Background: an optimization exercise with open tools, aiming at small area, a short achievable clock period and few clock cycles per item. Do not read the settings as production practice. Where RTL was checked, it was by simulation tests only, not by an equivalence proof against the original. No functional check of the RTL was part of run 1. No activity file was given, so power comes from the tool's default toggle rates.

--- flow/run.sh ---
#!/bin/bash
# synth_recipe.tcl (not shown) runs the flow's synth.tcl, then flattens the netlist and writes it again
# the make line also repeats each setting of config.mk as NAME=value (left out here)
make -C /OpenROAD-flow-scripts/flow DESIGN_CONFIG=/design/flow/config.mk WORK_HOME=/design/flow/orfs CLKGATE_MAP_FILE= SYNTH_SCRIPT=/design/flow/synth_recipe.tcl finish
--- flow/config.mk ---
export PLATFORM = sky130hd
export DESIGN_NAME = led_serial
export DESIGN_NICKNAME = led_serial
export VERILOG_FILES = /design/flow/design.v
export SDC_FILE = /design/flow/constraint.sdc
export NUM_CORES = 4
export LEC_CHECK = 0
export CAP_MARGIN = 20
export CORE_MARGIN = 2
export CORE_UTILIZATION = 40
export PLACE_DENSITY = 0.6
export SETUP_SLACK_MARGIN = 2.5
export SLEW_MARGIN = 20
--- flow/constraint.sdc ---
create_clock -name core_clock -period 6.0 [get_ports {clk}]
set_input_delay 1.2000 -clock core_clock [delete_from_list [all_inputs] [get_ports {clk}]]
set_output_delay 1.2000 -clock core_clock [all_outputs]
set_load 0.01 [all_outputs]
--- flow/design.v ---
module rng(clk, reset, o, x);
   input clk;
   input reset;
   output [127:0] o;
   output [127:0] x;
   localparam [127:0] RULE150 = 128'b00000000000000000001000000000000000000000000000000000000000000000000000000000000000000000000000100000000100000000000000000000000;
   localparam [127:0] SEED    = 128'h9e3779b97f4a7c15f39cc0605cedc835;
   reg  [127:0] s;
   assign x = {s[126:0], 1'b0} ^ {1'b0, s[127:1]};
   always @(posedge clk, posedge reset)
     if (reset) s <= SEED;
     else       s <= x ^ (s & RULE150);
   assign o = s;
endmodule
module sbox_g(a, b, m3, m4, n1, y1, y2, y3);
   input  [3:0] a;       
   input  [3:0] b;       
   input  [3:0] m3, m4;  
   input  [3:0] n1;      
   output [3:0] y1, y2, y3;
   wire [3:0] n2 = a ^ m4;
   wire [3:0] n3 = b ^ m3;
   function [3:0] H;
      input [3:0] p;
      input [3:0] q;
      reg ap, aq;
      begin
         ap = p[2] ^ p[1];
         aq = q[2] ^ q[1];
         H[3] = ap ^ p[0];
         H[2] = ap;
         H[1] = p[3] ^ p[1] ^ (ap & (p[0] ^ q[0])) ^ (aq & p[0]);
         H[0] = p[0] ^ (p[3] & (ap ^ aq)) ^ (q[3] & ap) ^
                (p[2] & (p[1] ^ q[1])) ^ (q[2] & p[1]);
      end
   endfunction
   assign y1 = H(n2, n3) ^ 4'b0111;
   assign y2 = H(n3, n1);
   assign y3 = H(n1, n2);
endmodule
module sbox_f(y1, y2, y3, a, b);
   input  [3:0] y1, y2, y3;
   output [3:0] a, b;
   function [3:0] K;
      input [3:0] p;
      input [3:0] q;
      reg t, u;
      begin
         t = p[0] ^ q[0];
         u = (p[3] & t) ^ (q[3] & p[0]);
         K[1] = p[2] ^ p[1] ^ u;
         K[3] = p[2] ^ p[1] ^ p[0] ^ u;
         K[2] = p[3] ^ (p[1] & t) ^ (q[1] & p[0]);
         K[0] = p[1] ^ (p[2] & t) ^ (q[2] & p[0]);
      end
   endfunction
   assign a = K(y3, y2);
   assign b = K(y1, y3) ^ K(y2, y1);
endmodule
module led_serial
   (
    clk,
    reset,
    keyi,
    datai,
    dataq,
    start,
    done);
   input          clk;
   input          reset;
   input  [127:0] keyi;
   input  [ 63:0] datai;
   output [ 63:0] dataq;
   input          start;
   output         done;
   wire [127:0] g, gx;
   rng u_rng (.clk(clk), .reset(reset), .o(g), .x(gx));
   reg        done_r;    
   reg        lk2;       
   reg        gph;       
   reg        fph;       
   reg        fin;       
   reg  [5:0] rc;        
   reg  [1:0] rs;        
   reg        kp;        
   reg        aka;       
   reg        akb;       
   wire go   = done_r & start;
   wire last = (rc == 6'h04);       
   wire stp  = fph & ~last & (rs == 2'h3);    
   always @(posedge clk, posedge reset)
     if (reset) begin
        done_r <= 1'b1;
        lk2    <= 1'b0;
        gph    <= 1'b0;
        fph    <= 1'b0;
        fin    <= 1'b0;
        rc     <= 6'h0;
        rs     <= 2'h0;
        kp     <= 1'b0;
        aka    <= 1'b0;
        akb    <= 1'b0;
     end else begin
        done_r <= (done_r & ~start) | fin;
        lk2    <= go;
        gph    <= lk2 | (fph & ~last);
        fph    <= gph;
        fin    <= fph & last;
        aka    <= stp & ~kp;
        akb    <= lk2 | (stp & kp) | (fph & last);
        if (lk2) begin
           rc <= 6'h1;
           rs <= 2'h0;
           kp <= 1'b0;
        end else if (fph) begin
           rc <= {rc[4:0], ~(rc[5] ^ rc[4])};
           rs <= rs + 2'h1;
           if (rs == 2'h3) kp <= ~kp;
        end
     end
   assign done = done_r;
   reg  [63:0] ka0, ka1, kb0, kb1;
   wire        kload = go | lk2;
   wire [63:0] kin   = lk2 ? keyi[63:0] : keyi[127:64];
   always @(posedge clk) begin
      ka0 <= kload ? (kin ^ g[127:64]) : kb0;
      ka1 <= kload ? g[127:64]         : kb1;
      kb0 <= ka0;
      kb1 <= ka1;
   end
   reg  [63:0] s0, s1;
   wire [63:0] k0  = ({64{aka}} & ka0) | ({64{akb}} & kb0);
   wire [63:0] k1  = ({64{aka}} & ka1) | ({64{akb}} & kb1);
   wire [5:0]  rcg = gph ? rc : 6'h0;
   reg  [63:0] ac;
   always @(*) begin
      ac = 64'h0;
      ac[63-4*(0) -: 4]  = {gph, 3'b000};
      ac[63-4*(1) -: 4]  = {1'b0, rcg[5:3]};
      ac[63-4*(4) -: 4]  = {gph, 2'b00, gph};
      ac[63-4*(5) -: 4]  = {1'b0, rcg[2:0]};
      ac[63-4*(8) -: 4]  = {2'b00, gph, 1'b0};
      ac[63-4*(9) -: 4]  = {1'b0, rcg[5:3]};
      ac[63-4*(12) -: 4] = {2'b00, gph, gph};
      ac[63-4*(13) -: 4] = {1'b0, rcg[2:0]};
   end
   wire [63:0] t0  = s0 ^ k0 ^ ac;
   wire [63:0] t1  = s1 ^ k1;
   reg  [63:0] y1, y2, y3;
   wire [63:0] y1n, y2n, y3n;
   wire [63:0] f0, f1;
   genvar i;
   generate
      for (i = 0; i < 16; i = i + 1) begin : sb
         sbox_g ug (.a(t0[63-4*(i) -: 4]), .b(t1[63-4*(i) -: 4]),
                    .m4({g[8*i+0], g[8*i+1], g[8*i+4], g[8*i+5]}),
                    .m3({g[8*i+2], g[8*i+3], g[8*i+6], g[8*i+7]}),
                    .n1({gx[8*i+1], gx[8*i+2], gx[8*i+5], gx[8*i+6]}),
                    .y1(y1n[63-4*(i) -: 4]), .y2(y2n[63-4*(i) -: 4]), .y3(y3n[63-4*(i) -: 4]));
         sbox_f uf (.y1(y1[63-4*(i) -: 4]), .y2(y2[63-4*(i) -: 4]), .y3(y3[63-4*(i) -: 4]),
                    .a(f0[63-4*(i) -: 4]), .b(f1[63-4*(i) -: 4]));
      end
   endgenerate
   always @(posedge clk) begin
      y1 <= y1n;
      y2 <= y2n;
      y3 <= y3n;
   end
   function [3:0] gm2;
      input [3:0] d;
      gm2 = {d[2], d[1], d[3] ^ d[0], d[3]};
   endfunction
   function [63:0] srmc;
      input [63:0] x;
      reg [3:0] c0, c1, c2, c3, n;
      integer j, k;
      begin
         srmc = 64'h0;
         for (j = 0; j < 4; j = j + 1) begin
            c0 = x[63-4*(j) -: 4];
            c1 = x[63-4*(4 + ((j + 1) % 4)) -: 4];
            c2 = x[63-4*(8 + ((j + 2) % 4)) -: 4];
            c3 = x[63-4*(12 + ((j + 3) % 4)) -: 4];
            for (k = 0; k < 4; k = k + 1) begin
               n = gm2(gm2(c0)) ^ c1 ^ gm2(c2) ^ gm2(c3);
               c0 = c1; c1 = c2; c2 = c3; c3 = n;
            end
            srmc[63-4*(j) -: 4]      = c0;
            srmc[63-4*(4 + j) -: 4]  = c1;
            srmc[63-4*(8 + j) -: 4]  = c2;
            srmc[63-4*(12 + j) -: 4] = c3;
         end
      end
   endfunction
   wire [63:0] m0 = srmc(f0);
   wire [63:0] m1 = srmc(f1);
   always @(posedge clk) begin
      s0 <= lk2 ? (datai ^ g[63:0]) : m0;
      s1 <= lk2 ? g[63:0]           : m1;
   end
   reg [63:0] dq;
   always @(posedge clk)
     if (fin) dq <= t0 ^ t1;
   assign dataq = dq;
endmodule
==> results of run 1 <==
-- sequential cells by signal (all words and copies together), names as in the netlist, 64 cells and up --
name     flops
dq          64
ka0         64
ka1         64
kb0         64
kb1         64
s0          64
s1          64
u_rng.s    128
y1          64
y2          64
y3          64
-- worst max path at each step --
stage,start,to,slack (ps),depth (start not counted)
finish,y2[60],s0[28],2540,10
global route,y3[36],s1[11],2450,10
detailed placement,y3[8],s0[22],2090,10
global placement,y3[28],s0[22],2080,10
CTS,y3[20],s0[30],2450,9
floorplan,y1[19],s1[9],2890,11
-- timing repair --
| action | 4_1_cts | 5_1_grt |
|---|---|---|
| gates resized for setup | 98 | 128 |
| setup buffers | 8 | 24 |
| pin swaps | 8 | 30 |
| endpoints found under the setup margin | 85 | 88 |
| hold buffers | 0 | 0 |
-- critical path, stage by stage, from the launching register on --
cell and delay (ps):
dfxtp_2 530, nand2b_1 200, a21boi_0 250, xnor2_1 150, a21oi_1 130, xnor2_1 390
xor3_1 560, xnor2_1 300, xor2_1 190, nor2_1 60, a21oi_1 520
-- cells in the final DEF (no fill, tap or decap), types with 19 or more instances in the layout --
master,netlist,layout
xor2_1,586,549
xnor3_1,33,27
nand3_1,28,28
xor2_2,9,44
dfxtp_2,0,38
inv_1,147,146
xnor2_2,38,118
nand2b_1,81,80
clkbuf_16,0,93
a21oi_1,220,216
clkdlybuf4s50_1,0,259
buf_4,5,37
nor3_1,79,79
nand2_1,650,649
dfrtp_1,74,69
xnor2_1,1030,937
a32oi_1,43,42
nor2b_1,42,41
mux2_2,34,34
a22oi_1,154,147
o21ai_0,272,270
nor2_1,154,152
dfxtp_1,576,532
mux2i_1,112,112
clkbuf_1,228,19
o211ai_1,26,26
dfstp_2,70,70
edfxtp_1,64,64
clkinv_2,0,20
o22ai_1,86,86
-- metal layers --
layer	share of wire (%)	GRT usage, %	vias up
met2	44	38.3	1237
li1	-	-	17100
met4	3.3	8.18	0
met3	6.9	3.39	200
met1	46	36.1	17200
met5	0	0	-
-- logic make-up (layout without fill, tap and decap cells) --
family          after synthesis  after routing  synth area share (%)
xor+xnor                   1707           1707                  33.9
simple gates               1091           1091                  10.1
compound gates              914            914                  12.1
flops                       784            784                  36.5
buf+inv                     477            629                  4.05
mux                         147            147                  3.23
fa+ha+maj                     2              2                0.0533
-- per-stage QoR --
| stage | setup slack [ps] | hold WS, ps | std cells | area (µm²) |
|---|---|---|---|---|
| floorplan | 2890 | 331 | 5122 | 47000 |
| global placement | 2080 | 334 | 6599 | 50400 |
| detailed placement | 2090 | 336 | 6599 | 50400 |
| CTS | 2450 | 342 | 6774 | 54000 |
| global route | 2450 | 351 | 6798 | 54900 |
| finish | 2540 | 346 | 6798 | 54900 |
-- area by class of cell --
type                    count  share of cell area [%]
clock inverters            45                   0.840
flip-flops and latches    784                    31.4
inverters                 156                    1.07
multi-input cells        3861                    53.1
well taps                1524                    3.47
clock buffers             122                    4.60
repair buffers            306                    5.57
-- report_power, final --
part | leakage (µW) | internal (µW) | switching (µW)
clock | 0.00147 | 3230 | 2380
combinational | 0.0131 | 132 | 110
sequential | 0.00703 | 5280 | 0
total | 0.0216 | 8650 | 2490
==> summary.json, run 1 <==
{
  "drive_gt1_share_pct": 10.8,
  "vias": 35700,
  "via_per_inst": 5.25,
  "cts_tree": "yes",
  "ys.warnings.count": 4,
  "postLayoutCoreUtil_pct": 47.2,
  "hp-start": "ka0[39]",
  "number_of_fill_cells": 11100,
  "grt_remaining_overflow": 0,
  "report.final.hold_viol_count": 0,
  "worst-endpoint-required_ps": 6500,
  "crit_path_start_kind": "register",
  "die_area_um2": 120000,
  "asyncSetResetFlopFracSynth_pct": 18.4,
  "num-nets-final": 5395,
  "layout_worst_path_cycle_share_pct": 57.6,
  "area.sequential_um2": 17200,
  "synth-edff-count": 64,
  "postSynthNetCount": 5319,
  "die_height_um": 347,
  "worstHoldEndpoint": "kb0[39]",
  "initial_drt_pass_iterations": 6,
  "grt_pass1_wl_um": 224000,
  "clock_insertion_delay_worst_skew_ps": 680,
  "starting_density_of_the_core_pct": 40.3,
  "detail_route.wirelength_um": 155000,
  "cellLeakagePower_uw": 0.0216,
  "synthDominantCellAreaShare_pct": 24.6,
  "r2r-end": "s0[28]",
  "timing_worst_slew_pin_value_ps": 1200,
  "path_class": "reg2reg",
  "std_cell_rows": 125,
  "synth_area_leader_cell": "dfxtp_1",
  "clock_sink_count": 784,
  "hold-path-cell-count": 0,
  "most_common_flop_cell_mapped_by_yosys": "dfxtp_1",
  "power_density_nw_per_um2": 203,
  "finalSetupTns_ps": 0,
  "synth-seq-cells": 784,
  "antenna_found_initial": 3,
  "maxClockFrequency_mhz": 289,
  "maxCapViolations": 0,
  "worst_r2r_path_depth": 10,
  "route.detailed.wl_per_inst_um": 22.8,
  "synth_most_common_cell": "xnor2_1",
  "yosysSeqAreaShare_pct": 36.5,
  "gp_congestion": 0.957,
  "largest_net_degree_at_the_start_of_global_routing": 212,
  "area_occupied_by_multi_input_gates_um2": 29200,
  "crit-reg2reg-launch": "y2[60]",
  "clockRootBuffer": "clkbuf_16",
  "route.antenna.remaining_nets": 0,
  "drc": 0,
  "worst-path-max-fanout": 17,
  "netlist_instances": 5122,
  "num_antenna_cells": 0,
  "postSynthAreaPerCell_um2": 9.17,
  "cts_buffers": 89,
  "core_area_um2": 116000,
  "drt_iter0_markers": 3213,
  "synthesis.area_um2": 46900,
  "synth_common_cells": "xnor2_1 (1030), nand2_1 (650), xor2_1 (586), dfxtp_1 (576), o21ai_0 (272)",
  "finalWorstPathRequiredPeriod_ps": 3460,
  "synth_area_leaders": "dfxtp_1 (25%), xnor2_1 (19%), xor2_1 (11%)",
  "r2r_slack_ps": 2540,
  "max-slew-margin-rel_pct": 19.2,
  "grt_pass1_vias": 33700,
  "synthDistinctLibCells": 82,
  "power.ir.vdd_worst_v": 0.000208,
  "critPathCaptureType": "register",
  "syn_to_final_growth_pct": 17.0,
  "outcome": "no timing/DRC/antenna violations",
  "dp_hpwl_um": 117000,
  "hp-class": "reg2reg",
  "post-layout-total-power_uw": 11100,
  "worstPathArrival_ps": 3960,
  "dieWidth_um": 347,
  "setup_viol": 0,
  "clk_pin_slew_worst_paths_ps": 60,
  "global_route.usage.total_pct": 25.0,
  "htree_levels": 3,
  "grt_setup_unrepaired": "true",
  "placement.io_buffers": 259,
  "floorplan.io_pins": 260,
  "slew_viol_final": 0,
  "clock-skew-final_ps": 28.3,
  "clock_tree.buffer_depth": 3
}
==> run 2, diff against run 1 <==
--- a/flow/design.v
+++ b/flow/design.v
@@ -77,5 +77,5 @@
    rng u_rng (.clk(clk), .reset(reset), .o(g), .x(gx));
    reg        done_r;    
-   reg        lk2;       
+   reg        first;     
    reg        gph;       
    reg        fph;       
@@ -92,5 +92,5 @@
      if (reset) begin
         done_r <= 1'b1;
-        lk2    <= 1'b0;
+        first  <= 1'b0;
         gph    <= 1'b0;
         fph    <= 1'b0;
@@ -103,11 +103,11 @@
      end else begin
         done_r <= (done_r & ~start) | fin;
-        lk2    <= go;
-        gph    <= lk2 | (fph & ~last);
+        first  <= go;
+        gph    <= go | (fph & ~last);
         fph    <= gph;
         fin    <= fph & last;
-        aka    <= stp & ~kp;
-        akb    <= lk2 | (stp & kp) | (fph & last);
-        if (lk2) begin
+        aka    <= go | (stp & kp) | (fph & last);
+        akb    <= stp & ~kp;
+        if (go) begin
            rc <= 6'h1;
            rs <= 2'h0;
@@ -121,13 +121,13 @@
    assign done = done_r;
    reg  [63:0] ka0, ka1, kb0, kb1;
-   wire        kload = go | lk2;
-   wire [63:0] kin   = lk2 ? keyi[63:0] : keyi[127:64];
    always @(posedge clk) begin
-      ka0 <= kload ? (kin ^ g[127:64]) : kb0;
-      ka1 <= kload ? g[127:64]         : kb1;
-      kb0 <= ka0;
-      kb1 <= ka1;
+      ka0 <= done_r ? (keyi[127:64] ^ g[127:64]) : kb0;
+      ka1 <= done_r ? g[127:64]                  : kb1;
+      kb0 <= done_r ? (keyi[63:0] ^ g[63:0])     : ka0;
+      kb1 <= done_r ? g[63:0]                    : ka1;
    end
    reg  [63:0] s0, s1;
+   wire [63:0] u0  = first ? datai : s0;
+   wire [63:0] u1  = s1 & {64{~first}};
    wire [63:0] k0  = ({64{aka}} & ka0) | ({64{akb}} & kb0);
    wire [63:0] k1  = ({64{aka}} & ka1) | ({64{akb}} & kb1);
@@ -145,6 +145,6 @@
       ac[63-4*(13) -: 4] = {1'b0, rcg[2:0]};
    end
-   wire [63:0] t0  = s0 ^ k0 ^ ac;
-   wire [63:0] t1  = s1 ^ k1;
+   wire [63:0] t0  = u0 ^ k0 ^ ac;
+   wire [63:0] t1  = u1 ^ k1;
    reg  [63:0] y1, y2, y3;
    wire [63:0] y1n, y2n, y3n;
@@ -193,9 +193,7 @@
       end
    endfunction
-   wire [63:0] m0 = srmc(f0);
-   wire [63:0] m1 = srmc(f1);
    always @(posedge clk) begin
-      s0 <= lk2 ? (datai ^ g[63:0]) : m0;
-      s1 <= lk2 ? g[63:0]           : m1;
+      s0 <= srmc(f0);
+      s1 <= srmc(f1);
    end
    reg [63:0] dq;
--- a/flow/config.mk
+++ b/flow/config.mk
@@ -9,4 +9,6 @@
 export CORE_MARGIN = 2
 export CORE_UTILIZATION = 40
+export CTS_CLUSTER_DIAMETER = 100
+export CTS_CLUSTER_SIZE = 24
 export PLACE_DENSITY = 0.6
 export SETUP_SLACK_MARGIN = 2.5
==> run 2 against run 1 <==
Compared with the run above: cell count down 6.1%; still clean; largest power group is now sequential cells; worst setup slack worse by 44 ps; via count down 8.1%; sequential share of layout area increased by 1.7 points; register-to-register slack got worse by 40 ps; die area is 1.6% lower.
==> summary.json, run 2 <==
{
  "via_per_inst": {"value": 5.14, "change": "was 5.25"},
  "starting_density_of_the_core": {"value": 40.3, "unit": "%", "change": "about the same"},
  "critical_path_launch_point": {"value": "aka", "change": "was y2[60]"},
  "asyncSetResetFlopFracSynth": {"value": 18.4, "unit": "%", "change": "unchanged"},
  "hp-class": {"value": "reg2reg", "change": "unchanged"},
  "die_height": {"value": 344, "unit": "µm", "change": "was 347 µm"},
  "std_cell_rows": {"value": 124, "change": "was 125"},
  "slew_viol_final": {"value": 0, "change": "unchanged"},
  "dieWidth": {"value": 344, "unit": "µm", "change": "was 347 µm"},
  "synth_area_leaders": {"value": "dfxtp_1 (25%), xnor2_1 (23%), xor2_1 (10%)", "change": "was dfxtp_1 (25%), xnor2_1 (19%), xor2_1 (11%)"},
  "critPathSlowestCell": {"value": "dfrtp_4", "change": "was xor3_1"},
  "worstPathArrival": {"value": 4090, "unit": "ps", "change": "was 3960 ps"},
  "cts_buffers": {"value": 42, "change": "was 89"},
  "syn_to_final_growth": {"value": 12.8, "unit": "%", "change": "was 17.0%"},
  "setup_viol": {"value": 0, "change": "unchanged"},
  "placement.io_buffers": {"value": 259, "change": "unchanged"},
  "antenna_found_initial": {"value": 5, "change": "was 3"},
  "clock_tree.buffer_depth": {"value": 3, "change": "unchanged"},
  "critPathCaptureType": {"value": "register", "change": "unchanged"},
  "maxCapViolations": {"value": 0, "change": "unchanged"},
  "global_route.usage.total": {"value": 23.6, "unit": "%", "change": "was 25.0%"},
  "ys.warnings.count": {"value": 4, "change": "unchanged"},
  "net-switching-power": {"value": 2030, "unit": "µW", "change": "was 2490 µW"},
  "power.ir.vdd_worst": {"value": 0.000181, "unit": "V", "change": "was 0.000208 V"},
  "cts_tree": {"value": "yes", "change": "unchanged"},
  "num-nets-final": {"value": 5031, "change": "was 5395"},
  "core_area": {"value": 115000, "unit": "µm²", "change": "was 116000 µm²"},
  "synthesis.area": {"value": 46200, "unit": "µm²", "change": "was 46900 µm²"},
  "most_common_flop_cell_mapped_by_yosys": {"value": "dfxtp_1", "change": "unchanged"},
  "initial_drt_pass_iterations": {"value": 6, "change": "unchanged"},
  "use_met2": {"value": 38.4, "unit": "%", "change": "was 38.3%"},
  "final_critical_path_setup_slack": {"value": 2500, "unit": "ps", "change": "was 2540 ps"},
  "clock_insertion_delay_worst_skew": {"value": 680, "unit": "ps", "change": "about the same"},
  "grt_remaining_overflow": {"value": 0, "change": "unchanged"},
  "seq_power_share": {"value": 59.2, "unit": "%", "change": "was 47.4%"},
  "vias": {"value": 32800, "change": "was 35700"},
  "crit-reg2reg-launch": {"value": "aka", "change": "was y2[60]"},
  "die_area": {"value": 118000, "unit": "µm²", "change": "was 120000 µm²"},
  "yosysSeqAreaShare": {"value": 37.1, "unit": "%", "change": "was 36.5%"},
  "dpl.cell_count": {"value": 6287, "change": "was 6599"},
  "path_class": {"value": "reg2reg", "change": "unchanged"},
  "area_occupied_by_multi_input_gates": {"value": 28300, "unit": "µm²", "change": "was 29200 µm²"},
  "synth-edff-count": {"value": 64, "change": "unchanged"},
  "drc": {"value": 0, "change": "unchanged"},
  "synth-seq-cells": {"value": 784, "change": "unchanged"},
  "synthDominantCellAreaShare": {"value": 25.0, "unit": "%", "change": "was 24.6%"},
  "detail_route.wirelength": {"value": 143000, "unit": "µm", "change": "was 155000 µm"},
  "worst-path-max-fanout": {"value": 15, "change": "was 17"},
  "layout_worst_path_cycle_share": {"value": 58.4, "unit": "%", "change": "was 57.6%"},
  "power_density": {"value": 171, "unit": "nW/µm²", "change": "was 203 nW/µm²"},
  "route.detailed.wl_per_inst": {"value": 22.4, "unit": "µm", "change": "was 22.8 µm"},
  "clock-skew-final": {"value": 53.6, "unit": "ps", "change": "was 28.3 ps"},
  "gp_congestion": {"value": 0.924, "change": "was 0.957"},
  "timing_worst_slew_pin_value": {"value": 926, "unit": "ps", "change": "was 1200 ps"},
  "instances_no_fill": {"value": 6381, "change": "was 6798"},
  "power.internal": {"value": 6870, "unit": "µW", "change": "was 8650 µW"},
  "synth_area_leader_cell": {"value": "dfxtp_1", "change": "unchanged"},
  "register_with_the_highest_flop_count": {"value": "u_rng.s", "change": "unchanged"},
  "critPathMostFrequentCell": {"value": "xnor2_1", "change": "unchanged"},
  "power_switching_share": {"value": 22.9, "unit": "%", "change": "was 22.4%"},
  "finalWorstPathRequiredPeriod": {"value": 3500, "unit": "ps", "change": "was 3460 ps"},
  "largest_net_degree_at_the_start_of_global_routing": {"value": 149, "change": "was 212"},
  "global_route.usage.met3": {"value": 2.44, "unit": "%", "change": "was 3.39%"},
  "postLayoutCoreUtil": {"value": 45.5, "unit": "%", "change": "was 47.2%"},
  "number_of_fill_cells": {"value": 10900, "change": "was 11100"},
  "dp_hpwl": {"value": 109000, "unit": "µm", "change": "was 117000 µm"},
  "grt_pass1_wl": {"value": 208000, "unit": "µm", "change": "was 224000 µm"},
  "drive_gt1_share": {"value": 9.92, "unit": "%", "change": "was 10.8%"},
  "postSynthAreaPerCell": {"value": 9.65, "unit": "µm²", "change": "was 9.17 µm²"},
  "maxClockFrequency": {"value": 286, "unit": "MHz", "change": "was 289 MHz"},
  "cellLeakagePower": {"value": 0.0194, "unit": "µW", "change": "was 0.0216 µW"},
  "timing.critical_path.slowest_cell_delay": {"value": 670, "unit": "ps", "change": "was 560 ps"},
  "post-layout-total-power": {"value": 8910, "unit": "µW", "change": "was 11100 µW"},
  "netlist_instances": {"value": 4785, "change": "was 5122"},
  "report.final.hold_viol_count": {"value": 0, "change": "unchanged"},
  "largest_reg_flops": {"value": 128, "change": "unchanged"},
  "htree_levels": {"value": 2, "change": "was 3"},
  "postSynthNetCount": {"value": 4982, "change": "was 5319"},
  "floorplan.io_pins": {"value": 260, "change": "unchanged"},
  "drt_iter0_markers": {"value": 2600, "change": "was 3213"},
  "grtUsageMet1": {"value": 33.4, "unit": "%", "change": "was 36.1%"},
  "synth_most_common_cell": {"value": "xnor2_1", "change": "unchanged"},
  "grt_most_used_layer": {"value": "met2", "change": "unchanged"},
  "mostFrequentLayoutCell": {"value": "xnor2_1", "change": "unchanged"},
  "area.sequential": {"value": 17200, "unit": "µm²", "change": "about the same"},
  "clk_pin_slew_worst_paths": {"value": 100, "unit": "ps", "change": "was 60 ps"},
  "hp-start": {"value": "kb1[7]", "change": "was ka0[39]"},
  "crit_chain": {"value": "a22oi_1 > xnor2_1 > xnor2_1 > xor2_2 > nor3_1 > a21oi_1 > o22ai_1 > a21oi_1 > xnor2_1", "change": "was nand2b_1 > a21boi_0 > xnor2_1 > a21oi_1 > xnor2_1 > xor3_1 > xnor2_1 > xor2_1 > nor2_1 > a21oi_1"},
  "crit_path_start_kind": {"value": "register", "change": "unchanged"},
  "synth_common_cells": {"value": "xnor2_1 (1219), dfxtp_1 (576), xor2_1 (526), nor2_1 (271), a21oi_1 (256)", "change": "was xnor2_1 (1030), nand2_1 (650), xor2_1 (586), dfxtp_1 (576), o21ai_0 (272)"},
  "pwr-share-comb": {"value": 2.6, "unit": "%", "change": "was 2.2%"},
  "commonest_cells_after_routing_fill_and_taps_aside": {"value": "xnor2_1 (1162), dfxtp_1 (545), xor2_1 (489)", "change": "was xnor2_1 (937), nand2_1 (649), xor2_1 (549)"},
  "cts_hold_buffers": {"value": 0, "change": "unchanged"},
  "worst-endpoint-required": {"value": 6590, "unit": "ps", "change": "was 6500 ps"},
  "place_ws": {"value": 1840, "unit": "ps", "change": "was 2090 ps"},
  "clock_sink_count": {"value": 784, "change": "unchanged"},
  "outcome": {"value": "no timing/DRC/antenna violations", "change": "unchanged"},
  "max-slew-margin-rel": {"value": 37.8, "unit": "%", "change": "was 19.2%"},
  "grt_setup_unrepaired": {"value": "true", "change": "unchanged"},
  "grt_pass1_vias": {"value": 31700, "change": "was 33700"},
  "clockRootBuffer": {"value": "clkbuf_16", "change": "unchanged"},
  "synthDistinctLibCells": {"value": 74, "change": "was 82"},
  "route.antenna.remaining_nets": {"value": 0, "change": "unchanged"},
  "finalSetupTns": {"value": 0, "unit": "ps", "change": "unchanged"},
  "clockPowerShare": {"value": 38.2, "unit": "%", "change": "was 50.4%"}
}
[run 2: metal layers]
metal | part of all wire, % | vias to the layer above | routed length, µm
met5 | 0 | - | 0
met2 | 46 | 926 | 65300
met4 | 2.8 | 0 | 4050
met3 | 5.0 | 138 | 7140
li1 | - | 15800 | -
met1 | 46 | 15900 | 66500
[run 2: through the flow]
step	hold slack [ps]	cell area [µm²]
after global routing	485	52100
after CTS	480	51400
after detailed placement	462	49700
after floorplan	393	46200
after global placement	455	49700
final	480	52100
[run 2: final timing paths]
kind	cells after the start	slack (ps)	end
max	9	2500	y1[45]
min	1	480	ka1[7]
max reg2reg	9	2500	y1[45]
min reg2reg	1	480	ka1[7]
max in group asynchronous	3	3820	aka
min in group asynchronous	2	1020	u_rng.s[6]
[run 2: power groups by stage]
stage	Clock (µW)	Combinational, µW	Sequential (µW)
after floorplan	0	53.1	5390
after global placement	0	236	5390
after detailed placement	0	234	5390
after CTS	3470	236	5280
after global routing	3660	245	5280
final	3400	233	5270
[run 2: critical path, delay by kind of cell (launching register included)]
kind / cells / cell delay, ps
XOR/XNOR: 4 / 1560
flip-flops: 1 / 670
AO/OA/AOI/OAI: 4 / 1060
AND/OR/NAND/NOR: 1 / 120
[run 2: what timing repair did]
item | 4_1_cts | 5_1_grt
buffers inserted | 3 | 12
pin swaps | 2 | 6
gates resized for setup | 44 | 103
endpoints found under the setup margin | 37 | 67
[run 2: cell type report]
class,count,area share (%)
tap,1512,3.63
multi-input combinational,3608,54.3
clock inverter,13,0.298
inverter,107,0.778
sequential,784,33.0
clock buffer,64,2.26
timing repair buffer,291,5.72
antenna,2,0.00961
[run 2: cells by family (layout without fill, tap and decap cells)]
family	Yosys count	count (layout)	share of synthesized area, %
AOI/OAI and AO/OA	733	733	9.94
xor gates and xnor gates	1791	1791	35.1
adders and majority gates	2	2	0.0542
buffers and inverters	393	475	3.42
DFF	784	784	37.1
muxes	256	256	5.93
other	0	2	0
and+or+nand+nor	826	826	8.41
Testbench counts of run 2, summed over its fixed seeds: cycles 4,704, items 48.
==> run 3, diff against run 2 <==
--- a/flow/config.mk
+++ b/flow/config.mk
@@ -8,8 +8,8 @@
 export CAP_MARGIN = 20
 export CORE_MARGIN = 2
-export CORE_UTILIZATION = 40
+export CORE_UTILIZATION = 70
 export CTS_CLUSTER_DIAMETER = 100
 export CTS_CLUSTER_SIZE = 24
-export PLACE_DENSITY = 0.6
-export SETUP_SLACK_MARGIN = 2.5
+export PLACE_DENSITY = 0.85
+export SETUP_SLACK_MARGIN = 2.8
 export SLEW_MARGIN = 20
==> run 3 against run 2 <==
Compared with the run above: clock skew fell by 34 ps; global-route usage rose by 14 points; die area fell by 42%; sequential power barely moved; utilization rose by 35 points; clock-buffer cell count rose by 4; combinational power fell by 5%; flip-flop and latch count did not move; total power fell by 4.2%; synthesized cell count did not move; critical path type is now in2reg; highest routed layer unchanged.
==> summary.json, run 3 <==
{
  "worst-endpoint-required": {"value": 6510, "unit": "ps", "change": "was 6590 ps"},
  "cts_buffers": {"value": 38, "change": "was 42"},
  "finalWorstPathRequiredPeriod": {"value": 3330, "unit": "ps", "change": "was 3500 ps"},
  "power_density": {"value": 162, "unit": "nW/µm²", "change": "was 171 nW/µm²"},
  "register_with_the_highest_flop_count": {"value": "u_rng.s", "change": "unchanged"},
  "die_area": {"value": 68100, "unit": "µm²", "change": "was 118000 µm²"},
  "grt_pass1_wl": {"value": 197000, "unit": "µm", "change": "was 208000 µm"},
  "synth_area_leader_cell": {"value": "dfxtp_1", "change": "unchanged"},
  "report.final.hold_viol_count": {"value": 0, "change": "unchanged"},
  "maxClockFrequency": {"value": 301, "unit": "MHz", "change": "was 286 MHz"},
  "ys.warnings.count": {"value": 4, "change": "unchanged"},
  "floorplan.io_pins": {"value": 260, "change": "unchanged"},
  "power.ir.vdd_worst": {"value": 0.000177, "unit": "V", "change": "was 0.000181 V"},
  "netlist_instances": {"value": 4785, "change": "unchanged"},
  "number_of_fill_cells": {"value": 4024, "change": "was 10900"},
  "htree_levels": {"value": 2, "change": "unchanged"},
  "route.antenna.remaining_nets": {"value": 0, "change": "unchanged"},
  "area.sequential": {"value": 17300, "unit": "µm²", "change": "was 17200 µm²"},
  "postSynthAreaPerCell": {"value": 9.65, "unit": "µm²", "change": "unchanged"},
  "synth_common_cells": {"value": "xnor2_1 (1219), dfxtp_1 (576), xor2_1 (526), nor2_1 (271), a21oi_1 (256)", "change": "unchanged"},
  "finalSetupTns": {"value": 0, "unit": "ps", "change": "unchanged"},
  "critical_path_launch_point": {"value": "datai[19]", "change": "was aka"},
  "critPathCaptureType": {"value": "register", "change": "unchanged"},
  "setup_viol": {"value": 0, "change": "unchanged"},
  "mostFrequentLayoutCell": {"value": "xnor2_1", "change": "unchanged"},
  "vias": {"value": 35100, "change": "was 32800"},
  "synthesis.area": {"value": 46200, "unit": "µm²", "change": "unchanged"},
  "gp_congestion": {"value": 0.969, "change": "was 0.924"},
  "dieWidth": {"value": 261, "unit": "µm", "change": "was 344 µm"},
  "dp_hpwl": {"value": 95900, "unit": "µm", "change": "was 109000 µm"},
  "core_area": {"value": 65500, "unit": "µm²", "change": "was 115000 µm²"},
  "die_height": {"value": 261, "unit": "µm", "change": "was 344 µm"},
  "synth_area_leaders": {"value": "dfxtp_1 (25%), xnor2_1 (23%), xor2_1 (10%)", "change": "unchanged"},
  "drt_iter0_markers": {"value": 3840, "change": "was 2600"},
  "crit-reg2reg-launch": {"value": "y2[0]", "change": "was aka"},
  "synthDistinctLibCells": {"value": 74, "change": "unchanged"},
  "path_class": {"value": "in2reg", "change": "was reg2reg"},
  "dpl.cell_count": {"value": 5638, "change": "was 6287"},
  "clock_tree.buffer_depth": {"value": 3, "change": "unchanged"},
  "largest_reg_flops": {"value": 128, "change": "unchanged"},
  "cts_tree": {"value": "yes", "change": "unchanged"},
  "commonest_cells_after_routing_fill_and_taps_aside": {"value": "xnor2_1 (1086), dfxtp_1 (516), xor2_1 (450)", "change": "was xnor2_1 (1162), dfxtp_1 (545), xor2_1 (489)"},
  "postSynthNetCount": {"value": 4982, "change": "unchanged"},
  "grt_remaining_overflow": {"value": 0, "change": "unchanged"},
  "clock-skew-final": {"value": 20.1, "unit": "ps", "change": "was 53.6 ps"},
  "synth_most_common_cell": {"value": "xnor2_1", "change": "unchanged"},
  "clk_pin_slew_worst_paths": {"value": 100, "unit": "ps", "change": "about the same"},
  "timing_worst_slew_pin_value": {"value": 1110, "unit": "ps", "change": "was 926 ps"},
  "asyncSetResetFlopFracSynth": {"value": 18.4, "unit": "%", "change": "unchanged"},
  "clock_insertion_delay_worst_skew": {"value": 620, "unit": "ps", "change": "was 680 ps"},
  "num-nets-final": {"value": 5092, "change": "was 5031"},
  "yosysSeqAreaShare": {"value": 37.1, "unit": "%", "change": "unchanged"},
  "max-slew-margin-rel": {"value": 25.7, "unit": "%", "change": "was 37.8%"},
  "cellLeakagePower": {"value": 0.0201, "unit": "µW", "change": "was 0.0194 µW"},
  "cts_hold_buffers": {"value": 0, "change": "unchanged"},
  "synthDominantCellAreaShare": {"value": 25.0, "unit": "%", "change": "unchanged"},
  "drive_gt1_share": {"value": 14.0, "unit": "%", "change": "was 9.92%"},
  "worstPathArrival": {"value": 3830, "unit": "ps", "change": "was 4090 ps"},
  "synth-edff-count": {"value": 64, "change": "unchanged"},
  "clock_sink_count": {"value": 784, "change": "unchanged"},
  "hp-class": {"value": "reg2reg", "change": "unchanged"},
  "starting_density_of_the_core": {"value": 70.5, "unit": "%", "change": "was 40.3%"},
  "worst-path-max-fanout": {"value": 8, "change": "was 15"},
  "cp-endpoint": {"value": "y3[16]", "change": "was y1[45]"},
  "synth-seq-cells": {"value": 784, "change": "unchanged"},
  "grt_pass1_vias": {"value": 33000, "change": "was 31700"},
  "worst_r2r_path_depth": {"value": 9, "change": "unchanged"},
  "r2r-end": {"value": "s1[29]", "change": "was y1[45]"},
  "most_common_flop_cell_mapped_by_yosys": {"value": "dfxtp_1", "change": "unchanged"},
  "maxCapViolations": {"value": 0, "change": "unchanged"},
  "detail_route.wirelength": {"value": 136000, "unit": "µm", "change": "was 143000 µm"},
  "grt_setup_unrepaired": {"value": "true", "change": "unchanged"},
  "clockRootBuffer": {"value": "clkbuf_16", "change": "unchanged"},
  "route.detailed.wl_per_inst": {"value": 23.5, "unit": "µm", "change": "was 22.4 µm"},
  "syn_to_final_growth": {"value": 14.3, "unit": "%", "change": "was 12.8%"},
  "largest_net_degree_at_the_start_of_global_routing": {"value": 153, "change": "was 149"},
  "outcome": {"value": "no timing/DRC/antenna violations", "change": "unchanged"},
  "via_per_inst": {"value": 6.07, "change": "was 5.14"},
  "antenna_found_initial": {"value": 4, "change": "was 5"},
  "std_cell_rows": {"value": 94, "change": "was 124"},
  "global_route.usage.total": {"value": 38.1, "unit": "%", "change": "was 23.6%"},
  "initial_drt_pass_iterations": {"value": 6, "change": "unchanged"},
  "layout_worst_path_cycle_share": {"value": 55.4, "unit": "%", "change": "was 58.4%"},
  "placement.io_buffers": {"value": 259, "change": "unchanged"},
  "crit_path_start_kind": {"value": "primary input", "change": "was register"},
  "r2r_slack": {"value": 2670, "unit": "ps", "change": "was 2500 ps"},
  "drc": {"value": 0, "change": "unchanged"},
  "instances_no_fill": {"value": 5789, "change": "was 6381"},
  "slew_viol_final": {"value": 0, "change": "unchanged"},
  "area_occupied_by_multi_input_gates": {"value": 29300, "unit": "µm²", "change": "was 28300 µm²"}
}
-- run 3: area by class of cell --
cell class,instances,share of cell area (%)
multi-input cells,3608,55.5
flip-flops and latches,784,32.8
repair buffers,356,6.72
clock buffers,68,2.14
well taps,864,2.05
inverters,107,0.770
clock inverters,1,0.0166
diodes,1,0.00474
-- run 3: how the worst min path moves through the flow --
stage / endpoint / startpoint / cells after the start
finish: ka0[16] / kb0[16] / 2
global route: kb1[60] / ka1[60] / 1
CTS: ka0[0] / kb0[0] / 2
detailed placement: kb0[3] / ka0[3] / 2
global placement: ka0[0] / kb0[0] / 2
floorplan: fph / gph / 0
-- run 3: worst max-delay path: stages --
cell and delay (ps):
clkdlybuf4s50_1 430, mux2i_1 580, xnor2_1 250, xor2_1 610, or3_1 210, a21oi_1 60, a31oi_1 160, o211ai_1 160
xnor2_1 170
-- run 3: cells by family (layout without fill, tap and decap cells) --
group	after synthesis	after routing	share of synthesized area [%]
DFF	784	784	37.1
and+or+nand+nor	826	826	8.41
adders and majority gates	2	2	0.0542
other	0	1	0
xor gates and xnor gates	1791	1791	35.1
buffers and inverters	393	532	3.42
muxes	256	256	5.93
AOI/OAI and AO/OA	733	733	9.94
-- run 3: layer usage --
layer	global-route usage, %	wire length, µm	share of wire [%]	vias to the layer above
met4	19.4	7980	5.9	0
met1	50.7	54400	40	17100
met2	59.9	61700	45	1802
met3	6.55	12200	9.0	389
li1	-	-	-	15900
met5	0	0	0	-
-- run 3: timing repair --
action / 4_1_cts / 5_1_grt
pin swaps: 31 / 41
gates resized for setup: 161 / 175
setup buffers: 38 / 43
endpoints found under the setup margin: 146 / 89
-- run 3: per-stage QoR --
| stage | utilization, % | instance area, µm² | power (µW) | hold slack, ps | setup slack, ps |
|---|---|---|---|---|---|
| after global placement | 74.6 | 48900 | 5610 | 458 | 1760 |
| after floorplan | - | 46200 | 5440 | 393 | 2840 |
| after CTS | 78.4 | 51400 | 8550 | 485 | 2800 |
| after detailed placement | 74.6 | 48900 | 5610 | 467 | 1740 |
| final | 80.6 | 52800 | 8540 | 482 | 2670 |
| after global routing | 80.6 | 52800 | 8730 | 506 | 2620 |
-- run 3: power by group --
part	leakage, µW	internal [µW]	total (µW)	switching (µW)
registers	0.00701	5270	5270	0
clock network	0.000542	1300	3050	1750
logic	0.0126	140	221	80.2
total	0.0201	6700	8540	1830
==> run 4, diff against run 3 <==
--- a/flow/config.mk
+++ b/flow/config.mk
@@ -8,8 +8,8 @@
 export CAP_MARGIN = 20
 export CORE_MARGIN = 2
-export CORE_UTILIZATION = 70
+export CORE_UTILIZATION = 60
 export CTS_CLUSTER_DIAMETER = 100
 export CTS_CLUSTER_SIZE = 24
-export PLACE_DENSITY = 0.85
-export SETUP_SLACK_MARGIN = 2.8
+export PLACE_DENSITY = 0.75
+export SETUP_SLACK_MARGIN = 2.3
 export SLEW_MARGIN = 20
==> run 4 against run 3 <==
Compared with the run above: cell count is 1.6% higher; maximum frequency is 7.4% lower; via count is 5.4% lower; sequential share of layout area is 1.2 points higher; highest routed layer is now met5; wire length is 3.6% lower; worst setup slack worse by 260 ps; total power is 0.47% higher.
==> summary.json, run 4 <==
{
  "num_antenna_cells": {"value": 0, "change": "was 1"},
  "route.detailed.wl_per_inst": {"value": 22.3, "unit": "µm", "change": "was 23.5 µm"},
  "starting_density_of_the_core": {"value": 60.7, "unit": "%", "change": "was 70.5%"},
  "largest_net_degree_at_the_start_of_global_routing": {"value": 124, "change": "was 153"},
  "asyncSetResetFlopFracSynth": {"value": 18.4, "unit": "%", "change": "unchanged"},
  "clock_tree.buffer_depth": {"value": 3, "change": "unchanged"},
  "path_class": {"value": "reg2out", "change": "was in2reg"},
  "drive_gt1_share": {"value": 7.22, "unit": "%", "change": "was 14.0%"},
  "synth_most_common_cell": {"value": "xnor2_1", "change": "unchanged"},
  "largest_reg_flops": {"value": 128, "change": "unchanged"},
  "area.sequential": {"value": 17200, "unit": "µm²", "change": "was 17300 µm²"},
  "finalWorstPathRequiredPeriod": {"value": 3590, "unit": "ps", "change": "was 3330 ps"},
  "synthDistinctLibCells": {"value": 74, "change": "unchanged"},
  "clock_insertion_delay_worst_skew": {"value": 630, "unit": "ps", "change": "was 620 ps"},
  "synth_area_leaders": {"value": "dfxtp_1 (25%), xnor2_1 (23%), xor2_1 (10%)", "change": "unchanged"},
  "report.final.hold_viol_count": {"value": 0, "change": "unchanged"},
  "max-slew-margin-rel": {"value": 26.4, "unit": "%", "change": "was 25.7%"},
  "postSynthAreaPerCell": {"value": 9.65, "unit": "µm²", "change": "unchanged"},
  "clockRootBuffer": {"value": "clkbuf_16", "change": "unchanged"},
  "slew_viol_final": {"value": 0, "change": "unchanged"},
  "most_common_flop_cell_mapped_by_yosys": {"value": "dfxtp_1", "change": "unchanged"},
  "maxCapViolations": {"value": 0, "change": "unchanged"},
  "route.antenna.remaining_nets": {"value": 0, "change": "unchanged"},
  "grt_pass1_vias": {"value": 31100, "change": "was 33000"},
  "synth-edff-count": {"value": 64, "change": "unchanged"},
  "grt_setup_unrepaired": {"value": "true", "change": "unchanged"},
  "postSynthNetCount": {"value": 4982, "change": "unchanged"},
  "cts_hold_buffers": {"value": 0, "change": "unchanged"},
  "area_occupied_by_multi_input_gates": {"value": 27600, "unit": "µm²", "change": "was 29300 µm²"},
  "global_route.usage.total": {"value": 32.2, "unit": "%", "change": "was 38.1%"},
  "synthDominantCellAreaShare": {"value": 25.0, "unit": "%", "change": "unchanged"},
  "critPathCaptureType": {"value": "primary output", "change": "was register"},
  "core_area": {"value": 76100, "unit": "µm²", "change": "was 65500 µm²"},
  "antenna_found_initial": {"value": 3, "change": "was 4"},
  "register_with_the_highest_flop_count": {"value": "u_rng.s", "change": "unchanged"},
  "critPathSlowestCell": {"value": "dfstp_4", "change": "was xor2_1"},
  "synth_common_cells": {"value": "xnor2_1 (1219), dfxtp_1 (576), xor2_1 (526), nor2_1 (271), a21oi_1 (256)", "change": "unchanged"},
  "timing_worst_slew_pin_value": {"value": 1100, "unit": "ps", "change": "was 1110 ps"},
  "via_per_inst": {"value": 5.65, "change": "was 6.07"},
  "outcome": {"value": "no timing/DRC/antenna violations", "change": "unchanged"},
  "dpl.cell_count": {"value": 5805, "change": "was 5638"},
  "detail_route.wirelength": {"value": 131000, "unit": "µm", "change": "was 136000 µm"},
  "drt_iter0_markers": {"value": 3064, "change": "was 3840"},
  "crit_path_start_kind": {"value": "register", "change": "was primary input"},
  "timing.critical_path.slowest_cell_delay": {"value": 1070, "unit": "ps", "change": "was 610 ps"},
  "hp-class": {"value": "reg2reg", "change": "unchanged"},
  "syn_to_final_growth": {"value": 9.41, "unit": "%", "change": "was 14.3%"},
  "worst-path-max-fanout": {"value": 65, "change": "was 8"},
  "placement.io_buffers": {"value": 259, "change": "unchanged"},
  "grt_pass1_wl": {"value": 192000, "unit": "µm", "change": "was 197000 µm"},
  "instances_no_fill": {"value": 5879, "change": "was 5789"},
  "layout_worst_path_cycle_share": {"value": 59.9, "unit": "%", "change": "was 55.4%"},
  "power.ir.vdd_worst": {"value": 0.000188, "unit": "V", "change": "was 0.000177 V"},
  "worstPathArrival": {"value": 2390, "unit": "ps", "change": "was 3830 ps"},
  "netlist_instances": {"value": 4785, "change": "unchanged"},
  "vias": {"value": 33200, "change": "was 35100"},
  "htree_levels": {"value": 2, "change": "unchanged"},
  "power_density": {"value": 170, "unit": "nW/µm²", "change": "was 162 nW/µm²"},
  "setup_viol": {"value": 0, "change": "unchanged"},
  "gp_congestion": {"value": 0.958, "change": "was 0.969"},
  "mostFrequentLayoutCell": {"value": "xnor2_1", "change": "unchanged"},
  "worst-endpoint-required": {"value": 4800, "unit": "ps", "change": "was 6510 ps"},
  "commonest_cells_after_routing_fill_and_taps_aside": {"value": "xnor2_1 (1203), dfxtp_1 (569), xor2_1 (520)", "change": "was xnor2_1 (1086), dfxtp_1 (516), xor2_1 (450)"},
  "yosysSeqAreaShare": {"value": 37.1, "unit": "%", "change": "unchanged"},
  "synth_area_leader_cell": {"value": "dfxtp_1", "change": "unchanged"},
  "worstPathBufferInverterCount": {"value": 1, "change": "unchanged"},
  "finalSetupTns": {"value": 0, "unit": "ps", "change": "unchanged"},
  "clk_pin_slew_worst_paths": {"value": 100, "unit": "ps", "change": "about the same"},
  "die_height": {"value": 281, "unit": "µm", "change": "was 261 µm"},
  "synthesis.area": {"value": 46200, "unit": "µm²", "change": "unchanged"},
  "drc": {"value": 0, "change": "unchanged"},
  "cp_top_family": {"value": "flip-flops", "change": "was XOR/XNOR gates"},
  "initial_drt_pass_iterations": {"value": 5, "change": "was 6"},
  "synth-seq-cells": {"value": 784, "change": "unchanged"},
  "cts_buffers": {"value": 38, "change": "unchanged"},
  "cellLeakagePower": {"value": 0.0189, "unit": "µW", "change": "was 0.0201 µW"},
  "maxClockFrequency": {"value": 278, "unit": "MHz", "change": "was 301 MHz"},
  "ys.warnings.count": {"value": 4, "change": "unchanged"},
  "std_cell_rows": {"value": 101, "change": "was 94"},
  "num-nets-final": {"value": 5016, "change": "was 5092"},
  "cts_tree": {"value": "yes", "change": "unchanged"},
  "clock-skew-final": {"value": 30.9, "unit": "ps", "change": "was 20.1 ps"},
  "dp_hpwl": {"value": 99100, "unit": "µm", "change": "was 95900 µm"},
  "crit_chain": {"value": "clkdlybuf4s50_1", "change": "was clkdlybuf4s50_1 > mux2i_1 > xnor2_1 > xor2_1 > or3_1 > a21oi_1 > a31oi_1 > o211ai_1 > xnor2_1"},
  "floorplan.io_pins": {"value": 260, "change": "unchanged"},
  "dieWidth": {"value": 281, "unit": "µm", "change": "was 261 µm"},
  "clock_sink_count": {"value": 784, "change": "unchanged"},
  "number_of_fill_cells": {"value": 6224, "change": "was 4024"},
  "die_area": {"value": 79200, "unit": "µm²", "change": "was 68100 µm²"},
  "grt_remaining_overflow": {"value": 0, "change": "unchanged"}
}
## run 4: cell counts after synthesis
Identical to the previous run, type by type.
## run 4: layer usage
layer,share of wire [%],global-route usage [%],vias to the layer above
li1,-,-,15800
met1,44,45.0,16200
met2,46,51.7,1151
met3,6.8,4.28,160
met4,3.2,10.2,2
met5,0.0099,0,-
## run 4: cell families after synthesis
group | after synthesis | share of synthesized area [%]
xor gates and xnor gates | 1791 | 35.1
adders and majority gates | 2 | 0.0542
buffers and inverters | 393 | 3.42
muxes | 256 | 5.93
DFF | 784 | 37.1
and+or+nand+nor | 826 | 8.41
AOI/OAI and AO/OA | 733 | 9.94
## run 4: cell type report
type | count | area share (%)
Clock inverter | 1 | 0.00990
Multi-Input combinational cell | 3608 | 54.7
Tap cell | 1030 | 2.55
Timing Repair Buffer | 280 | 5.67
Sequential cell | 784 | 34.0
Clock buffer | 69 | 2.28
Inverter | 107 | 0.802
## run 4: metrics by stage
stage / hold WS [ps] / utilization, % / cell area [µm²] / worst slack, ps / power [µW]
after floorplan: 393 / - / 46200 / 2840 / 5440
after global placement: 457 / 64.5 / 49100 / 1950 / 5620
after detailed placement: 468 / 64.5 / 49100 / 1920 / 5620
after CTS: 483 / 66.1 / 50300 / 2300 / 8610
after global routing: 500 / 66.4 / 50500 / 2240 / 8800
final: 479 / 66.4 / 50500 / 2410 / 8580
## run 4: timing repair
item	4_1_cts	5_1_grt
buffers inserted	1	3
setup endpoints to repair	3	40
gates resized for setup	0	33
gates cloned	0	0
pin swaps	0	0
endpoints found under the hold margin	0	0
## run 4: path summary, 6_finish.rpt
| check | start | cells after the start | slack [ps] | to |
|---|---|---|---|---|
| max reg2reg | first | 10 | 2430 | y3[16] |
| min in group asynchronous | reset | 2 | 1040 | u_rng.s[126] |
| max in group asynchronous | reset | 3 | 3610 | first |
| min | ka0[15] | 2 | 480 | kb0[15] |
| min reg2reg | ka0[15] | 2 | 480 | kb0[15] |
| max | done_r | 1 | 2410 | done |
## run 4: where the power goes
group | internal, µW | switching [µW] | total, µW
clock | 1320 | 1750 | 3070
sequential | 5280 | 0 | 5280
combinational | 140 | 84.9 | 225
==> run 5, diff against run 4 <==
--- a/flow/config.mk
+++ b/flow/config.mk
@@ -6,5 +6,5 @@
 export NUM_CORES = 4
 export LEC_CHECK = 0
-export CAP_MARGIN = 20
+export CAP_MARGIN = 5
 export CORE_MARGIN = 2
 export CORE_UTILIZATION = 60
@@ -12,4 +12,4 @@
 export CTS_CLUSTER_SIZE = 24
 export PLACE_DENSITY = 0.75
-export SETUP_SLACK_MARGIN = 2.3
-export SLEW_MARGIN = 20
+export SETUP_SLACK_MARGIN = 2.5
+export SLEW_MARGIN = 5
==> run 5 against run 4 <==
Compared with the run above: clock-buffer cell count did not move; global-route usage rose by 0.41 points; via count barely moved; largest power group unchanged; total power barely moved; largest cell class unchanged; wire length rose by 0.39%; combinational power barely moved; highest routed layer unchanged; clock power barely moved; still clean; critical path type is now reg2reg.
==> summary.json, run 5 <==
{
  "synth_most_common_cell": {"value": "xnor2_1", "change": "unchanged"},
  "vias": {"value": 33300, "change": "was 33200"},
  "critPathCaptureType": {"value": "register", "change": "was primary output"},
  "placement.io_buffers": {"value": 259, "change": "unchanged"},
  "cellLeakagePower": {"value": 0.0192, "unit": "µW", "change": "was 0.0189 µW"},
  "synth-edff-count": {"value": 64, "change": "unchanged"},
  "crit_path_start_kind": {"value": "register", "change": "unchanged"},
  "crit_chain": {"value": "a22oi_1 > xor2_1 > xnor2_1 > xor2_1 > xor2_1 > xnor2_1 > nand2_1 > xnor2_1 > xnor2_1", "change": "was clkdlybuf4s50_1"},
  "starting_density_of_the_core": {"value": 60.7, "unit": "%", "change": "unchanged"},
  "asyncSetResetFlopFracSynth": {"value": 18.4, "unit": "%", "change": "unchanged"},
  "std_cell_rows": {"value": 101, "change": "unchanged"},
  "register_with_the_highest_flop_count": {"value": "u_rng.s", "change": "unchanged"},
  "grt_pass1_vias": {"value": 31300, "change": "was 31100"},
  "initial_drt_pass_iterations": {"value": 7, "change": "was 5"},
  "maxCapViolations": {"value": 0, "change": "unchanged"},
  "detail_route.wirelength": {"value": 132000, "unit": "µm", "change": "was 131000 µm"},
  "worstPathArrival": {"value": 3990, "unit": "ps", "change": "was 2390 ps"},
  "cts_buffers": {"value": 38, "change": "unchanged"},
  "htree_levels": {"value": 2, "change": "unchanged"},
  "synthDominantCellAreaShare": {"value": 25.0, "unit": "%", "change": "unchanged"},
  "core_area": {"value": 76100, "unit": "µm²", "change": "unchanged"},
  "most_common_flop_cell_mapped_by_yosys": {"value": "dfxtp_1", "change": "unchanged"},
  "grt_setup_unrepaired": {"value": "true", "change": "unchanged"},
  "post-layout-total-power": {"value": 8570, "unit": "µW", "change": "was 8580 µW"},
  "mostFrequentLayoutCell": {"value": "xnor2_1", "change": "unchanged"},
  "netlist_instances": {"value": 4785, "change": "unchanged"},
  "clock_tree.buffer_depth": {"value": 3, "change": "unchanged"},
  "outcome": {"value": "no timing/DRC/antenna violations", "change": "unchanged"},
  "syn_to_final_growth": {"value": 10.6, "unit": "%", "change": "was 9.41%"},
  "finalSetupTns": {"value": 0, "unit": "ps", "change": "unchanged"},
  "setup_viol": {"value": 0, "change": "unchanged"},
  "power_density": {"value": 168, "unit": "nW/µm²", "change": "was 170 nW/µm²"},
  "via_per_inst": {"value": 5.65, "change": "about the same"},
  "num-nets-final": {"value": 5027, "change": "was 5016"},
  "cts_tree": {"value": "yes", "change": "unchanged"},
  "route.antenna.remaining_nets": {"value": 0, "change": "unchanged"},
  "cts_hold_buffers": {"value": 0, "change": "unchanged"},
  "critPathSlowestCell": {"value": "dfrtp_4", "change": "was dfstp_4"},
  "dp_hpwl": {"value": 99100, "unit": "µm", "change": "unchanged"},
  "path_class": {"value": "reg2reg", "change": "was reg2out"},
  "synthDistinctLibCells": {"value": 74, "change": "unchanged"},
  "commonest_cells_after_routing_fill_and_taps_aside": {"value": "xnor2_1 (1172), dfxtp_1 (554), xor2_1 (498)", "change": "was xnor2_1 (1203), dfxtp_1 (569), xor2_1 (520)"},
  "synth_common_cells": {"value": "xnor2_1 (1219), dfxtp_1 (576), xor2_1 (526), nor2_1 (271), a21oi_1 (256)", "change": "unchanged"},
  "yosysSeqAreaShare": {"value": 37.1, "unit": "%", "change": "unchanged"},
  "critPathMostFrequentCell": "xnor2_1",
  "clock_sink_count": {"value": 784, "change": "unchanged"},
  "die_area": {"value": 79200, "unit": "µm²", "change": "unchanged"},
  "drc": {"value": 0, "change": "unchanged"},
  "timing.critical_path.slowest_cell_delay": {"value": 690, "unit": "ps", "change": "was 1070 ps"},
  "maxClockFrequency": {"value": 290, "unit": "MHz", "change": "was 278 MHz"},
  "synth_area_leader_cell": {"value": "dfxtp_1", "change": "unchanged"},
  "dieWidth": {"value": 281, "unit": "µm", "change": "unchanged"},
  "clk_pin_slew_worst_paths": {"value": 100, "unit": "ps", "change": "about the same"},
  "postSynthAreaPerCell": {"value": 9.65, "unit": "µm²", "change": "unchanged"},
  "grt_remaining_overflow": {"value": 0, "change": "unchanged"},
  "report.final.hold_viol_count": {"value": 0, "change": "unchanged"},
  "synthesis.area": {"value": 46200, "unit": "µm²", "change": "unchanged"},
  "global_route.usage.total": {"value": 32.6, "unit": "%", "change": "was 32.2%"},
  "hp-class": {"value": "reg2reg", "change": "unchanged"},
  "synth-seq-cells": {"value": 784, "change": "unchanged"},
  "timing_worst_slew_pin_value": {"value": 1100, "unit": "ps", "change": "about the same"},
  "largest_net_degree_at_the_start_of_global_routing": {"value": 124, "change": "unchanged"},
  "drt_iter0_markers": {"value": 3225, "change": "was 3064"},
  "slew_viol_final": {"value": 0, "change": "unchanged"},
  "power.ir.vdd_worst": {"value": 0.000189, "unit": "V", "change": "was 0.000188 V"},
  "synth_area_leaders": {"value": "dfxtp_1 (25%), xnor2_1 (23%), xor2_1 (10%)", "change": "unchanged"},
  "largest_reg_flops": {"value": 128, "change": "unchanged"},
  "finalWorstPathRequiredPeriod": {"value": 3440, "unit": "ps", "change": "was 3590 ps"},
  "clock_insertion_delay_worst_skew": {"value": 620, "unit": "ps", "change": "was 630 ps"},
  "ys.warnings.count": {"value": 4, "change": "unchanged"},
  "worst-endpoint-required": {"value": 6550, "unit": "ps", "change": "was 4800 ps"},
  "clock-skew-final": {"value": 28.9, "unit": "ps", "change": "was 30.9 ps"},
  "grt_pass1_wl": {"value": 194000, "unit": "µm", "change": "was 192000 µm"},
  "postSynthNetCount": {"value": 4982, "change": "unchanged"},
  "antenna_found_initial": {"value": 3, "change": "unchanged"},
  "worst-path-max-fanout": {"value": 20, "change": "was 65"},
  "floorplan.io_pins": {"value": 260, "change": "unchanged"},
  "fin_worst_hold_slack": {"value": 484, "unit": "ps", "change": "was 479 ps"},
  "gp_congestion": {"value": 0.958, "change": "unchanged"},
  "die_height": {"value": 281, "unit": "µm", "change": "unchanged"},
  "drive_gt1_share": {"value": 8.91, "unit": "%", "change": "was 7.22%"},
  "layout_worst_path_cycle_share": {"value": 57.4, "unit": "%", "change": "was 59.9%"},
  "max-slew-margin-rel": {"value": 26.8, "unit": "%", "change": "was 26.4%"},
  "route.detailed.wl_per_inst": {"value": 22.4, "unit": "µm", "change": "was 22.3 µm"},
  "clockRootBuffer": {"value": "clkbuf_16", "change": "unchanged"}
}
==> run 5: logic make-up (layout without fill, tap and decap cells) <==
family | Yosys count | in the layout | synth area share (%)
and+or+nand+nor | 826 | 826 | 8.41
muxes | 256 | 256 | 5.93
buffers and inverters | 393 | 468 | 3.42
DFF | 784 | 784 | 37.1
other | 0 | 1 | 0
adders and majority gates | 2 | 2 | 0.0542
xor gates and xnor gates | 1791 | 1791 | 35.1
AOI/OAI and AO/OA | 733 | 733 | 9.94
==> run 5: worst max-delay path: cells and delay by family (launching register included) <==
| family | cells | cell delay, ps |
|---|---|---|
| AOI/OAI and AO/OA | 1 | 580 |
| xor gates and xnor gates | 7 | 2000 |
| DFF | 1 | 690 |
| and+or+nand+nor | 1 | 80 |
==> run 5: final timing paths <==
kind                       depth (start not counted)  startpoint  slack [ps]           end
max                                                9         aka        2560        y3[56]
min                                                2      ka0[1]         480        kb0[1]
max reg2reg                                        9         aka        2560        y3[56]
min reg2reg                                        2      ka0[1]         480        kb0[1]
max in group asynchronous                          3       reset        3620           aka
min in group asynchronous                          2       reset        1040  u_rng.s[126]
==> run 5: metal layers <==
layer  part of all wire (%)  routed length (µm)  vias up  GRT usage [%]
met5                 0.0099                  13        -              0
met4                    3.6                4770        2           11.0
met3                    7.0                9270      186           4.70
met2                     46               60300     1164           52.0
li1                       -                   -    15800              -
met1                     44               57500    16100           45.3
==> run 5: report_power, final <==
part	switching, µW	total, µW	internal, µW
clock	1750	3070	1320
sequential	0	5270	5270
combinational	85.0	225	140
total	1840	8570	6740
==> run 5: final cells by class <==
cell class | instances | area, µm²
multi-input combinational | 3608 | 28100
sequential | 784 | 17200
tap | 1030 | 1290
inverter | 107 | 405
clock buffer | 69 | 1150
antenna | 1 | 2.50
clock inverter | 1 | 5.00
fill | 6139 | 25000
timing repair buffer | 291 | 2980
==> run 5: stage by stage <==
step / std cells / instance area (µm²) / utilization (%) / worst slack, ps
floorplan: 4785 / 46200 / - / 2840
global placement: 5805 / 49100 / 64.5 / 1950
detailed placement: 5805 / 49100 / 64.5 / 1920
CTS: 5880 / 50500 / 66.4 / 2490
global route: 5890 / 51100 / 67.2 / 2420
finish: 5891 / 51100 / 67.2 / 2560
==> run 5: what timing repair did <==
action                                  in CTS  in global routing
resized for setup                           22                 85
hold endpoints to repair                     0                  0
cloned                                       0                  0
buffers inserted                             5                 10
endpoints found under the setup margin      53                 60
pin swaps                                    0                  7
==> run 6, diff against run 5 <==
--- a/flow/config.mk
+++ b/flow/config.mk
@@ -6,5 +6,5 @@
 export NUM_CORES = 4
 export LEC_CHECK = 0
-export CAP_MARGIN = 5
+export CAP_MARGIN = 20
 export CORE_MARGIN = 2
 export CORE_UTILIZATION = 60
@@ -13,3 +13,3 @@
 export PLACE_DENSITY = 0.75
 export SETUP_SLACK_MARGIN = 2.5
-export SLEW_MARGIN = 5
+export SLEW_MARGIN = 20
==> run 6 against run 5 <==
Compared with the run above: still clean on timing, DRC and antenna; wire length unchanged; cell count unchanged; synthesized cell count stayed put; critical endpoint unchanged; highest routed layer unchanged.
==> summary.json, run 6 <==
{
  "power_switching_share": {"value": 21.4, "unit": "%", "change": "unchanged"},
  "register_with_the_highest_flop_count": {"value": "u_rng.s", "change": "unchanged"},
  "layout_worst_path_cycle_share": {"value": 57.4, "unit": "%", "change": "unchanged"},
  "grt_pass1_wl": {"value": 194000, "unit": "µm", "change": "unchanged"},
  "htree_levels": {"value": 2, "change": "unchanged"},
  "synth_area_leader_cell": {"value": "dfxtp_1", "change": "unchanged"},
  "seq_power_share": {"value": 61.5, "unit": "%", "change": "about the same"},
  "critPathSlowestCell": {"value": "dfrtp_4", "change": "unchanged"},
  "setup_viol": {"value": 0, "change": "unchanged"},
  "postSynthAreaPerCell": {"value": 9.65, "unit": "µm²", "change": "unchanged"},
  "dp_hpwl": {"value": 99100, "unit": "µm", "change": "unchanged"},
  "outcome": {"value": "no timing/DRC/antenna violations", "change": "unchanged"},
  "core_area": {"value": 76100, "unit": "µm²", "change": "unchanged"},
  "clockPowerShare": {"value": 35.8, "unit": "%", "change": "about the same"},
  "postLayoutCoreUtil": {"value": 67.2, "unit": "%", "change": "unchanged"},
  "global_route.usage.total": {"value": 32.6, "unit": "%", "change": "unchanged"},
  "die_area": {"value": 79200, "unit": "µm²", "change": "unchanged"},
  "worst-endpoint-required": {"value": 6550, "unit": "ps", "change": "about the same"},
  "pwr-share-comb": {"value": 2.6, "unit": "%", "change": "about the same"},
  "clockRootBuffer": {"value": "clkbuf_16", "change": "unchanged"},
  "worstPathBufferInverterCount": {"value": 0, "change": "unchanged"},
  "netlist_instances": {"value": 4785, "change": "unchanged"},
  "detail_route.wirelength": {"value": 132000, "unit": "µm", "change": "unchanged"},
  "finalWorstPathRequiredPeriod": {"value": 3440, "unit": "ps", "change": "unchanged"},
  "gp_congestion": {"value": 0.958, "change": "unchanged"},
  "report.final.hold_viol_count": {"value": 0, "change": "unchanged"},
  "timing_worst_slew_pin_value": {"value": 1100, "unit": "ps", "change": "unchanged"},
  "starting_density_of_the_core": {"value": 60.7, "unit": "%", "change": "unchanged"},
  "route.detailed.wl_per_inst": {"value": 22.4, "unit": "µm", "change": "unchanged"},
  "vias": {"value": 33300, "change": "unchanged"},
  "drive_gt1_share": {"value": 8.91, "unit": "%", "change": "unchanged"},
  "maxCapViolations": {"value": 0, "change": "unchanged"},
  "syn_to_final_growth": {"value": 10.6, "unit": "%", "change": "unchanged"},
  "largest_reg_flops": {"value": 128, "change": "unchanged"},
  "grt_setup_unrepaired": {"value": "true", "change": "unchanged"},
  "mostFrequentLayoutCell": {"value": "xnor2_1", "change": "unchanged"},
  "clock-skew-final": {"value": 28.9, "unit": "ps", "change": "unchanged"},
  "grt_pass1_vias": {"value": 31300, "change": "unchanged"},
  "postSynthNetCount": {"value": 4982, "change": "unchanged"},
  "max-slew-margin-rel": {"value": 26.8, "unit": "%", "change": "unchanged"},
  "clk_pin_slew_worst_paths": {"value": 100, "unit": "ps", "change": "about the same"},
  "initial_drt_pass_iterations": {"value": 7, "change": "unchanged"},
  "asyncSetResetFlopFracSynth": {"value": 18.4, "unit": "%", "change": "unchanged"},
  "die_height": {"value": 281, "unit": "µm", "change": "unchanged"},
  "most_common_flop_cell_mapped_by_yosys": {"value": "dfxtp_1", "change": "unchanged"},
  "power_density": {"value": 168, "unit": "nW/µm²", "change": "unchanged"},
  "synthDominantCellAreaShare": {"value": 25.0, "unit": "%", "change": "unchanged"},
  "grt_remaining_overflow": {"value": 0, "change": "unchanged"},
  "crit_path_start_kind": {"value": "register", "change": "unchanged"}
}
==> run 6: tightest hold or removal path, cell delays in order, from the launching register on <==
cell	delay, ps
dfxtp_1	320
nor2_1	80
a21oi_1	50
==> run 6: metal layers <==
metal  vias up  part of all wire (%)
met4         2                   3.6
met2      1164                    46
met1     16100                    44
met5         -                0.0099
li1      15800                     -
met3       186                   7.0
==> run 6: path summary, 6_finish.rpt <==
kind                         from      endpoint  slack [ps]  depth (start not counted)
min in group asynchronous   reset  u_rng.s[126]        1040                          2
hold / removal             ka0[1]        kb0[1]         480                          2
hold reg to reg            ka0[1]        kb0[1]         480                          2
setup / recovery              aka        y3[56]        2560                          9
max in group asynchronous   reset           aka        3620                          3
setup reg to reg              aka        y3[56]        2560                          9
==> run 6: cell families (layout without fill, tap and decap cells) <==
logic type	count (synthesis)	in the layout	synth area share, %
XOR/XNOR	1791	1791	35.1
AND/OR/NAND/NOR	826	826	8.41
flip-flops	784	784	37.1
AO/OA/AOI/OAI	733	733	9.94
buffers and inverters	393	468	3.42
multiplexers	256	256	5.93
adder cells (fa/ha/maj)	2	2	0.0542
other	0	1	0
==> run 6: power groups by stage <==
stage	clock network [µW]	registers, µW	logic, µW
2_1_floorplan	0	5390	53.1
3_3_place_gp	0	5390	225
3_5_place_dp	0	5390	224
4_1_cts	3110	5280	226
5_1_grt	3290	5280	237
6_report	3070	5270	225
==> run 6: final cells by class <==
cell class,count,area (µm²)
Timing Repair Buffer,291,2980
Tap cell,1030,1290
Sequential cell,784,17200
Clock buffer,69,1150
Multi-Input combinational cell,3608,28100
Clock inverter,1,5.00
Antenna cell,1,2.50
Fill cell,6139,25000
Inverter,107,405
==> run 6: timing repair <==
action                                  4_1_cts  5_1_grt
pin swaps                                     0        7
resized for setup                            22       85
endpoints found under the setup margin       53       60
buffers inserted                              5       10
==> run 6: metrics by stage <==
step	hold WS (ps)	std cells	setup WS, ps	total power, µW
2_1_floorplan	393	4785	2840	5440
3_3_place_gp	457	5805	1950	5620
3_5_place_dp	468	5805	1920	5620
4_1_cts	483	5880	2490	8610
5_1_grt	500	5890	2420	8800
6_report	484	5891	2560	8570
